From an optimization exercise on the open Yosys and OpenROAD flow, aimed at small area; shortcuts taken in it are not production practice. Only the layout flow was run in this run; the RTL was not checked for function there. Power figures rest on the tool's default switching activity, not on a simulated workload.

==> design/flow/run.sh <==
#!/bin/bash
# synth_recipe.tcl (not shown) runs the flow's synth.tcl, then flattens the netlist and writes it again
# the make line also repeats each setting of config.mk as NAME=value (left out here)
make -C /OpenROAD-flow-scripts/flow DESIGN_CONFIG=/design/flow/config.mk WORK_HOME=/design/flow/orfs CLKGATE_MAP_FILE= SYNTH_SCRIPT=/design/flow/synth_recipe.tcl finish
==> design/flow/config.mk <==
export PLATFORM = sky130hd
export DESIGN_NAME = vending_machine
export DESIGN_NICKNAME = vending_machine
export VERILOG_FILES = /design/flow/design.v
export SDC_FILE = /design/flow/constraint.sdc
export NUM_CORES = 4
export LEC_CHECK = 0
export CAP_MARGIN = 20
export CORE_MARGIN = 2
export CORE_UTILIZATION = 40
export SLEW_MARGIN = 20
==> design/flow/constraint.sdc <==
create_clock -name core_clock -period 30.0 [get_ports {clk}]
set_input_delay 6.0000 -clock core_clock [delete_from_list [all_inputs] [get_ports {clk}]]
set_output_delay 6.0000 -clock core_clock [all_outputs]
set_load 0.01 [all_outputs]
==> design/flow/design.v <==
`timescale 1ns/1ps
module vending_machine #(
    parameter int NUM_ITEMS    = 10,
    parameter int MAX_CLIENTS  = 100,
    parameter logic [31:0] ADMIN_PASSWORD = 32'hA5A5_F00D
)(
    input  logic               clk,
    input  logic               rst_n,
    input  logic [31:0]        regs_data_in,
    output logic [31:0]        regs_data_out,
    input  logic               regs_we,
    input  logic [7:0]         regs_addr,
    input  logic               id_valid,
    input  logic [8:0]         client_id,
    input  logic [5:0]         coin_in,
    input  logic [1:0]         currency_type,
    input  logic               coin_insert,
    input  logic [NUM_ITEMS-1:0] item_select,
    input  logic               confirm,
    input  logic               admin_mode,
    input  logic [31:0]        admin_password,
    input  logic               tamper_detect,
    input  logic               jam_detect,
    input  logic               power_loss,
    output logic                 access_error,
    output logic [NUM_ITEMS-1:0] item_out,
    output logic [31:0]          change_out,
    output logic                 no_change,
    output logic [NUM_ITEMS-1:0] item_empty,
    output logic [7:0]           client_points,
    output logic                 alarm
);
    logic [31:0] r_current_admin_password;
    logic [4:0]  r_num_items;
    logic [7:0]  r_max_coins;
    logic [10:0] r_idle_timeout;
    logic [7:0]  r_exchange_rate;
    logic [7:0]  r_max_clients;
    logic [7:0]  r_item_prices   [NUM_ITEMS];
    logic [7:0]  r_item_count    [NUM_ITEMS];
    logic [7:0]  r_item_discount [NUM_ITEMS];
    logic admin_access_granted;
    always_ff @(posedge clk or negedge rst_n) begin
        if (!rst_n)
            admin_access_granted <= 1'b0;
        else if (admin_mode && admin_password == r_current_admin_password)
            admin_access_granted <= 1'b1;
        else if (!admin_mode)
            admin_access_granted <= 1'b0;
    end
    logic [7:0] regs_off;
    logic [3:0] wr_idx;
    logic [3:0] rd_idx;
    logic [2:0] rd_field;
    assign regs_off = regs_addr - 8'h0C;
    assign wr_idx   = regs_off[5:2];
    assign rd_idx   = regs_off[6:3];
    assign rd_field = regs_off[2:0];
    always_ff @(posedge clk or negedge rst_n) begin
        if (!rst_n) begin
            r_num_items     <= 5'(NUM_ITEMS);
            r_max_coins     <= 8'd100;
            r_idle_timeout  <= 11'd10;
            r_exchange_rate <= 8'd2;
            r_max_clients   <= 8'(MAX_CLIENTS);
            r_current_admin_password <= ADMIN_PASSWORD;
            for (int i = 0; i < NUM_ITEMS; i++) begin
                r_item_prices[i]   <= (i+1)*8'd10;
                r_item_count[i]    <= 8'd5;
                r_item_discount[i] <= 8'd0;
            end
        end else if (regs_we && admin_access_granted) begin
            unique case (regs_addr)
                8'h00: begin
                    r_num_items     <= regs_data_in[4:0];
                    r_max_coins     <= regs_data_in[12:5];
                    r_idle_timeout  <= regs_data_in[23:13];
                    r_exchange_rate <= regs_data_in[31:24];
                end
                8'h04: r_max_clients <= regs_data_in[7:0];
                8'h08: begin
                    if (regs_data_in[31:0] != 32'h0 && |regs_data_in[31:8]) begin
                        r_current_admin_password <= regs_data_in;
                    end
                end
                default: if (regs_addr >= 8'h0C && regs_addr < 8'h0C + NUM_ITEMS*4) begin
                    r_item_prices[wr_idx]   <= regs_data_in[7:0];
                    r_item_count[wr_idx]    <= regs_data_in[15:8];
                    r_item_discount[wr_idx] <= regs_data_in[23:16];
                end
            endcase
        end
    end
    always_comb begin
        regs_data_out = 32'h0;
        if (admin_access_granted) begin
            unique case (regs_addr)
                8'h00: regs_data_out = {r_exchange_rate, r_idle_timeout, r_max_coins, r_num_items};
                8'h04: regs_data_out = {24'h0, r_max_clients};
                8'h08: regs_data_out = r_current_admin_password;
                default: if (regs_addr >= 8'h0C && regs_addr < 8'h0C + NUM_ITEMS*8) begin
                    case (rd_field)
                        3'd0: regs_data_out = {24'h0, r_item_prices[rd_idx]};
                        3'd4: regs_data_out = {24'h0, r_item_count[rd_idx]};
                        3'd6: regs_data_out = {24'h0, r_item_discount[rd_idx]};
                        default: ;
                    endcase
                end
            endcase
        end else begin
            regs_data_out = 32'hDEAD_BEEF;  
        end
    end
    typedef struct packed {
        logic [7:0] points;
        logic [1:0] discount;
        logic       is_vip;
    } client_data_t;
    logic [7:0] client_pts  [MAX_CLIENTS];
    logic [1:0] client_disc [MAX_CLIENTS];
    logic       client_vip  [MAX_CLIENTS];
    client_data_t current_client;
    logic  [8:0]  current_id;
    typedef enum logic [2:0] {
        IDLE,
        ACCEPT_COINS,
        WAIT_CONFIRM,
        DISPENSE_ITEM,
        GIVE_CHANGE,
        ERROR_STATE,
        EMERGENCY
    } state_t;
    state_t current_state, next_state;
    logic [31:0] balance_rubles;
    logic [31:0] idle_timer;
    logic [1:0]  admin_substate;
    logic [5:0] r_id_valid, rr_id_valid;
    logic [8:0] r_client_id, rr_client_id;
    logic [5:0] r_coin_in, rr_coin_in;
    logic [1:0] r_currency_type, rr_currency_type;
    logic       r_coin_insert, rr_coin_insert;
    logic [NUM_ITEMS-1:0] r_item_select, rr_item_select;
    logic       r_confirm, rr_confirm;
    always_ff @(posedge clk or negedge rst_n) begin
        if (!rst_n) begin
            r_id_valid <= 0;
            r_client_id <= 0;
            r_coin_in <= 0;
            r_currency_type <= 0;
            r_coin_insert <= 0;
            r_item_select <= 0;
            r_confirm <= 0;
        end else begin
            r_id_valid <= id_valid;
            r_client_id <= client_id;
            r_coin_in <= coin_in;
            r_currency_type <= currency_type;
            r_coin_insert <= coin_insert;
            r_item_select <= item_select;
            r_confirm <= confirm;
        end
    end
    always_ff @(posedge clk or negedge rst_n) begin
        if (!rst_n) begin
            rr_id_valid <= 0;
            rr_client_id <= 0;
            rr_coin_in <= 0;
            rr_currency_type <= 0;
            rr_coin_insert <= 0;
            rr_item_select <= 0;
            rr_confirm <= 0;
        end else begin
            rr_id_valid <= r_id_valid;
            rr_client_id <= r_client_id;
            rr_coin_in <= r_coin_in;
            rr_currency_type <= r_currency_type;
            rr_coin_insert <= r_coin_insert;
            rr_item_select <= r_item_select;
            rr_confirm <= r_confirm;
        end
    end
    typedef enum logic [2:0] {
        ERR_NO_ERROR,
        ERR_SOLD_OUT,
        ERR_INVALID_ITEM,
        ERR_INSUFFICIENT_FUNDS
    } error_code_t;
    error_code_t current_error;
    always_ff @(posedge clk) begin
        if (current_state == WAIT_CONFIRM && r_confirm) begin
            int item;
            item = get_item_index(r_item_select);
            if (item == -1)
                current_error <= ERR_INVALID_ITEM;
            else if (r_item_count[item] == 0)
                current_error <= ERR_SOLD_OUT;
            else if (balance_rubles < get_discounted_price(item))
                current_error <= ERR_INSUFFICIENT_FUNDS;
        end
    end
    always_ff @(posedge clk or negedge rst_n) begin
        if (!rst_n) alarm <= 1'b0;
        else if (tamper_detect | jam_detect | power_loss) alarm <= 1'b1;
        else if (current_state == EMERGENCY && !(tamper_detect | jam_detect | power_loss)) alarm <= 1'b0;
    end
    always_ff @(posedge clk or negedge rst_n) begin
        if (!rst_n) current_state <= IDLE;
        else        current_state <= next_state;
    end
    always_comb begin
        next_state = current_state;
        unique case (current_state)
            IDLE: begin
                if (r_coin_insert) begin
                    next_state = ACCEPT_COINS;
                end
            end
            ACCEPT_COINS: begin
                if (r_coin_insert) begin
                end else if (r_item_select != '0) begin
                    next_state = WAIT_CONFIRM;
                end else if (idle_timer >= r_idle_timeout) begin
                    next_state = GIVE_CHANGE;
                end
            end
            WAIT_CONFIRM: begin
                if (r_confirm) begin
                    int item;
                    item = get_item_index(r_item_select);
                    if (item == -1) begin
                        next_state = ERROR_STATE;
                    end else if (r_item_count[item] == 0) begin
                        next_state = ERROR_STATE;
                    end else if (balance_rubles >= get_discounted_price(item)) begin
                        next_state = DISPENSE_ITEM;
                    end else if (idle_timer >= r_idle_timeout) begin
                        next_state = GIVE_CHANGE;
                    end
                end
            end
            DISPENSE_ITEM: begin
                next_state = GIVE_CHANGE;
            end
            GIVE_CHANGE: begin
                next_state = IDLE;
            end
            EMERGENCY: begin
                if (!(tamper_detect | jam_detect | power_loss)) next_state = IDLE;
            end
            ERROR_STATE: begin
                if (idle_timer >= r_idle_timeout) begin
                    next_state = IDLE;
                end
            end
        endcase
    end
    always_ff @(posedge clk or negedge rst_n) begin
        if (!rst_n) begin
            balance_rubles <= '0;
            idle_timer     <= '0;
            admin_substate <= 2'd0;
            item_empty     <= '0;
        end else begin
            if (current_state == IDLE && r_id_valid && r_client_id < r_max_clients)
                idle_timer <= 0;
            else if (next_state == current_state)
                idle_timer <= idle_timer + 1;
            else
                idle_timer <= 0;
            if (current_state == ACCEPT_COINS && r_coin_insert)
                balance_rubles <= balance_rubles + convert_to_rubles(r_coin_in, r_currency_type);
            else if (current_state == GIVE_CHANGE)
                balance_rubles <= 0;
            if (current_state == DISPENSE_ITEM) begin
                int item;
                item = get_item_index(rr_item_select);
                if (item != -1) begin
                    balance_rubles <= balance_rubles - get_discounted_price(item);
                end
            end
            if (current_state == DISPENSE_ITEM) begin
                int item;
                item = get_item_index(rr_item_select);
                if (item != -1 && r_item_count[item] == 0) begin
                    item_empty[item] <= 1'b1;
                end else if (current_state == IDLE) begin
                    item_empty <= '0;
                end
            end
        end
    end
    always_ff @(posedge clk or negedge rst_n) begin
        if (!rst_n) begin
            no_change <= 1'b0;
        end else begin
            if (current_state == GIVE_CHANGE) begin
                no_change <= (balance_rubles == 0);
            end else begin
                no_change <= 1'b0;
            end
        end
    end
    always_ff @(posedge clk or negedge rst_n) begin
        if (!rst_n) begin
            access_error <= 1'b0;
        end else begin
            access_error <= 1'b0;
            if (regs_we && !admin_access_granted) begin
                access_error <= 1'b1;
            end
            else if (regs_we && regs_addr == 8'h08 &&
                    (regs_data_in == 32'h0 || !(|regs_data_in[31:8]))) begin
                access_error <= 1'b1;
            end
        end
    end
    always_ff @(posedge clk or negedge rst_n) begin
        if (!rst_n) begin
            item_out <= '0;
        end else begin
            item_out <= '0;
            if (current_state == DISPENSE_ITEM) begin
                int item;
                item = get_item_index(rr_item_select);
                if (item != -1 && item < NUM_ITEMS) begin
                    item_out[item] <= 1'b1;
                end
            end
        end
    end
    always_ff @(posedge clk or negedge rst_n) begin
        if (!rst_n) begin
            change_out <= '0;
        end else if (current_state == GIVE_CHANGE) begin
            change_out <= (balance_rubles > 0) ? balance_rubles : '0;
        end else begin
            change_out <= '0;
        end
    end
    always_ff @(posedge clk or negedge rst_n) begin
        if (!rst_n) begin
            client_points <= '0;
        end else begin
            client_points <= (current_id < MAX_CLIENTS) ? client_pts[current_id] : 8'd0;
        end
    end
    always_ff @(posedge clk or negedge rst_n) begin
        if (!rst_n) begin
            for (int i = 0; i < MAX_CLIENTS; i++) begin
                client_pts[i]  <= 8'(i % 20);
                client_disc[i] <= 2'(i % 3);
                client_vip[i]  <= (i % 10 == 0);
            end
            current_client <= 11'd0;
            current_id <= 0;
        end
        else begin
            if (current_state == IDLE && r_id_valid && r_client_id < r_max_clients) begin
                current_id <= r_client_id;
                current_client <= (r_client_id < MAX_CLIENTS) ? {client_pts[r_client_id], client_disc[r_client_id], client_vip[r_client_id]} : 11'd0;
            end
            if (current_state == DISPENSE_ITEM && current_id < r_max_clients && current_id < MAX_CLIENTS) begin
                int item;
                item = get_item_index(rr_item_select);
                if (item != -1) begin
                    int new_points;
                    new_points = client_pts[current_id] + (get_discounted_price(item)/20);
                    if (new_points > 255) new_points = 255;
                    client_pts[current_id] <= 8'(new_points);
                    current_client.points <= 8'(new_points);
                end
            end
        end
    end
    function automatic int convert_to_rubles(input int amount, input int currency);
        unique case (currency)
            0: convert_to_rubles = amount;                            
            1: convert_to_rubles = amount * r_exchange_rate;          
            2: convert_to_rubles = (amount * r_exchange_rate * 3)/2;  
            default: convert_to_rubles = amount;
        endcase
    endfunction
    function automatic int get_discounted_price(input int item_idx);
        int base;
        int disc;
        base = r_item_prices[item_idx];
        disc = (current_client.discount * 10) + (current_client.is_vip ? 10 : 0);
        get_discounted_price = (base * (100 - disc)) / 100;
    endfunction
    function automatic int get_item_index(input logic [NUM_ITEMS-1:0] sel);
        get_item_index = -1;
        if ($countones(sel) == 1) begin
            for (int i = NUM_ITEMS - 1; i >= 0; i--) begin
                if (sel[i]) get_item_index = i;
            end
        end
    endfunction
endmodule
==> results_dict.tcl <==
set metrics [dict create \
    final_nets 8350 \
    yosys_warnings 7 \
    htreeDepth 4 \
    grt_pass1_wl_mm 422 \
    drt_first_pass_iters 9 \
    total_power_uw 6000 \
    criticalPathCategory "flop to flop" \
    synth_top_area_cell "dfrtp_1" \
    clk_latency_ps 850 \
    cts_tree "done" \
    power_leakage_uw 0.0378 \
    cpLargestDelayFamily "compound AO/OA/AOI/OAI gates" \
    syn_inst 7766 \
    final_common_cell "nor2_1" \
    dr_total_vias 64600 \
    antenna_found_initial 9 \
    syn-num-nets 8226 \
    max_slew_margin_pct 9.93 \
    cp_max_fo 32 \
    synthTopCellsByArea "dfrtp_1 35%, dfstp_2 9.9%, a21oi_1 7.1%, nor2_1 6.4%, mux2_2 5.0%" \
    setup_ws_ps 4750 \
    final_hold_viol_count 0 \
    worst_pin_slew_ps 1350 \
    dp_hpwl_mm 202 \
    ys_seq_area_share_pct 44.7 \
    startpoint "r_item_select[8]" \
    dpl_cell_area_mm2 0.0793 \
    critPathMostFrequentCell "a21oi_1" \
    grt_setup_unrepaired "false" \
    hold_path.class "flop to flop" \
    setup_viol 0 \
    via_per_inst 6.21 \
    fin_setup_tns_ps 0 \
    rrSetupSlack_ps 4750 \
    cts-hold-fix-buffers 0 \
    grt_use_total_pct 30.4 \
    drive_above_1_share_pct 16.7 \
    areaGrowthSynthToFinish_pct 15.5 \
    fmax_mhz 39.6 \
    wl_per_cell_um 27.7 \
    worstPathRequired_ps 30740 \
    instances_no_fill 10400 \
    period_needed_ps 25250 \
    min_from "r_item_select[4]" \
    status "timing/DRC/antenna clean" \
    place_congestion 1.01 \
    drv_cap 0 \
    crit_slowest_cell "nor2_1" \
    portBuffers 203 \
    layout_common_cells "1,206 x nor2_1, 1,043 x a21oi_1, 1,020 x dfrtp_1, 374 x nand2_1, 325 x mux2_2" \
    cp-start-kind "flop" \
    die_h_um 432 \
    place_worst_setup_slack_ps 5030 \
    drc_errors 0 \
    ant_nets 0 \
    fin_area_mm2 0.0846 \
    setup.worst_path.end_class "flop" \
    p_per_area_mw_per_mm2 70.9 \
    ys_types 130 \
    num_rows 157 \
    crit_buf_inv 9 \
    slew_viol_final 0 \
    path_clk_slew_ps 60 \
    grt_max_degree 165 \
    dp.cells 10100 \
    ctsLongestPathBuffers 3 \
    syn_avg_cell_area_um2 9.44 \
    cts_num_sinks 1295 \
    die_area_mm2 0.187 \
    ir_drop_uv 94.2 \
    r2r-start "r_item_select[8]" \
    synth_ff_type "dfrtp_1" \
    cts_buffers 145 \
    netlist.area_leader.share_pct 34.8 \
    arrival_ps 25990 \
    drtIter0Drc 7467 \
    ys_ff_latch 1295 \
    overflow 0 \
    cts-root-buf "clkbuf_16" \
    io_pins 204 \
    grt_pass1_vias 62200 \
    routed_wl_mm 288 \
    max_stage_delay_ps 870 \
    fin_skew_ps 54.8 \
    post_cts_buffers 0 \
    dieWidth_um 432 \
    postSynth.asyncResetShare_pct 100 \
    syn_area_mm2 0.0733 \
    synth-edff-count 0 \
    cts-resized-gates 0 \
    fin_crit_sh_pct 84.2 \
    start_util_pct 40.2 \
    core_mm2 0.182 \
]
==> path summary, 6_finish.rpt <==
path	endpoint	cells past startpoint
hold reg to reg	rr_item_select[4]	0
hold / removal	rr_item_select[4]	0
setup reg to reg	idle_timer[23]	103
setup / recovery	idle_timer[23]	103
max in group asynchronous	client_pts[17][2]	4
min in group asynchronous	r_coin_in[4]	1
==> sequential cells by signal, summed over array words and instances, names as in the netlist, 11 cells and up <==
signal                    cells
balance_rubles               32
change_out                   32
client_pts                  800
idle_timer                   32
r_current_admin_password     32
r_idle_timeout               11
r_item_count                 80
r_item_discount              80
r_item_prices                80
==> logic make-up (layout without fill, tap and decap cells) <==
family                     Yosys count  after routing  share of synthesized area (%)
AOI/OAI and AO/OA                 2273           2273                           20.4
xor gates and xnor gates           235            235                           2.83
adders and majority gates          363            363                           7.08
buffers and inverters              745            994                           3.89
DFF                               1295           1295                           44.7
muxes                              368            368                           5.67
other                                0              3                              0
and+or+nand+nor                   2487           2487                           15.4
==> routing by layer <==
layer / wire, um / GRT usage, % / part of all wire, %
met5: 66 / 0 / 0.023
met4: 18800 / 17.6 / 6.5
met3: 29400 / 7.83 / 10
met2: 125000 / 45.6 / 44
met1: 114000 / 39.7 / 40
==> synthesized netlist by cell type (14+ instances only) <==
library cell	number
nor2_1	1245
a21oi_1	1043
dfrtp_1	1020
clkbuf_1	398
nand2_1	384
mux2_2	325
inv_1	286
dfstp_2	275
ha_1	261
a221oi_1	203
a22oi_1	184
nor3_1	174
xnor2_1	166
o21ai_0	164
a22o_1	144
nand3_1	144
nand4_1	108
fa_1	90
and3_1	71
xor2_1	67
nor4_1	61
nor2b_1	55
a21o_1	47
and2_1	46
nand2b_1	46
a222oi_1	41
o211ai_1	40
mux2i_1	38
buf_1	35
o31ai_1	35
a31oi_1	34
o21bai_1	34
a211oi_1	33
or2_2	33
o22ai_1	29
or3_1	29
o21ai_1	19
or4_1	17
buf_2	15
o21a_1	14
==> through the flow <==
stage,utilization [%],hold WS [ps]
after global routing,46.4,442
after CTS,46.3,437
after global placement,43.4,417
final,46.4,431
after floorplan,-,387
after detailed placement,43.5,424
==> cell type report <==
class / instances / area, um2
fillers: 17100 / 97900
multi-input cells: 5726 / 38800
flip-flops and latches: 1295 / 32800
clock buffers: 217 / 4240
repair buffers: 432 / 3890
well taps: 2385 / 2980
inverters: 290 / 1090
clock inverters: 55 / 851
diodes: 3 / 7.51
==> power by group <==
group	internal [uW]	switching, uW
combinational	666	1500
clock	1100	799
sequential	1830	107
total	3590	2400

[afterwards: timing with drivers on the ports]
The results above use ideal ports. As a check the final layout listed here was re-extracted and re-timed, cells and wires unchanged. Step 1 sets driving cells, clkbuf_16 on the clock port and buf_2 on the other inputs (assumed; they add their load-dependent delay and slew). Step 2 times the ports against the registers' clock, not the clock port: input delays grow and output delays shrink by t, the midpoint of the rising clock arrivals with the driver on. a / b / c = ideal / step 1 / step 2; a / b = the first two.
shift t [ns]: 0.917
slack for setup (ns): 4.745 / 4.745 / 4.745
latest minus earliest clock arrival (ns): 0.055 / 0.055
worst data-port slew with drivers (ns): 0.08
cell pins on the clock port's net: 1
After both steps this run still meets setup and hold. The setup slack of this run moves by 0.000 ns with the drivers and by 0.000 ns with both steps.
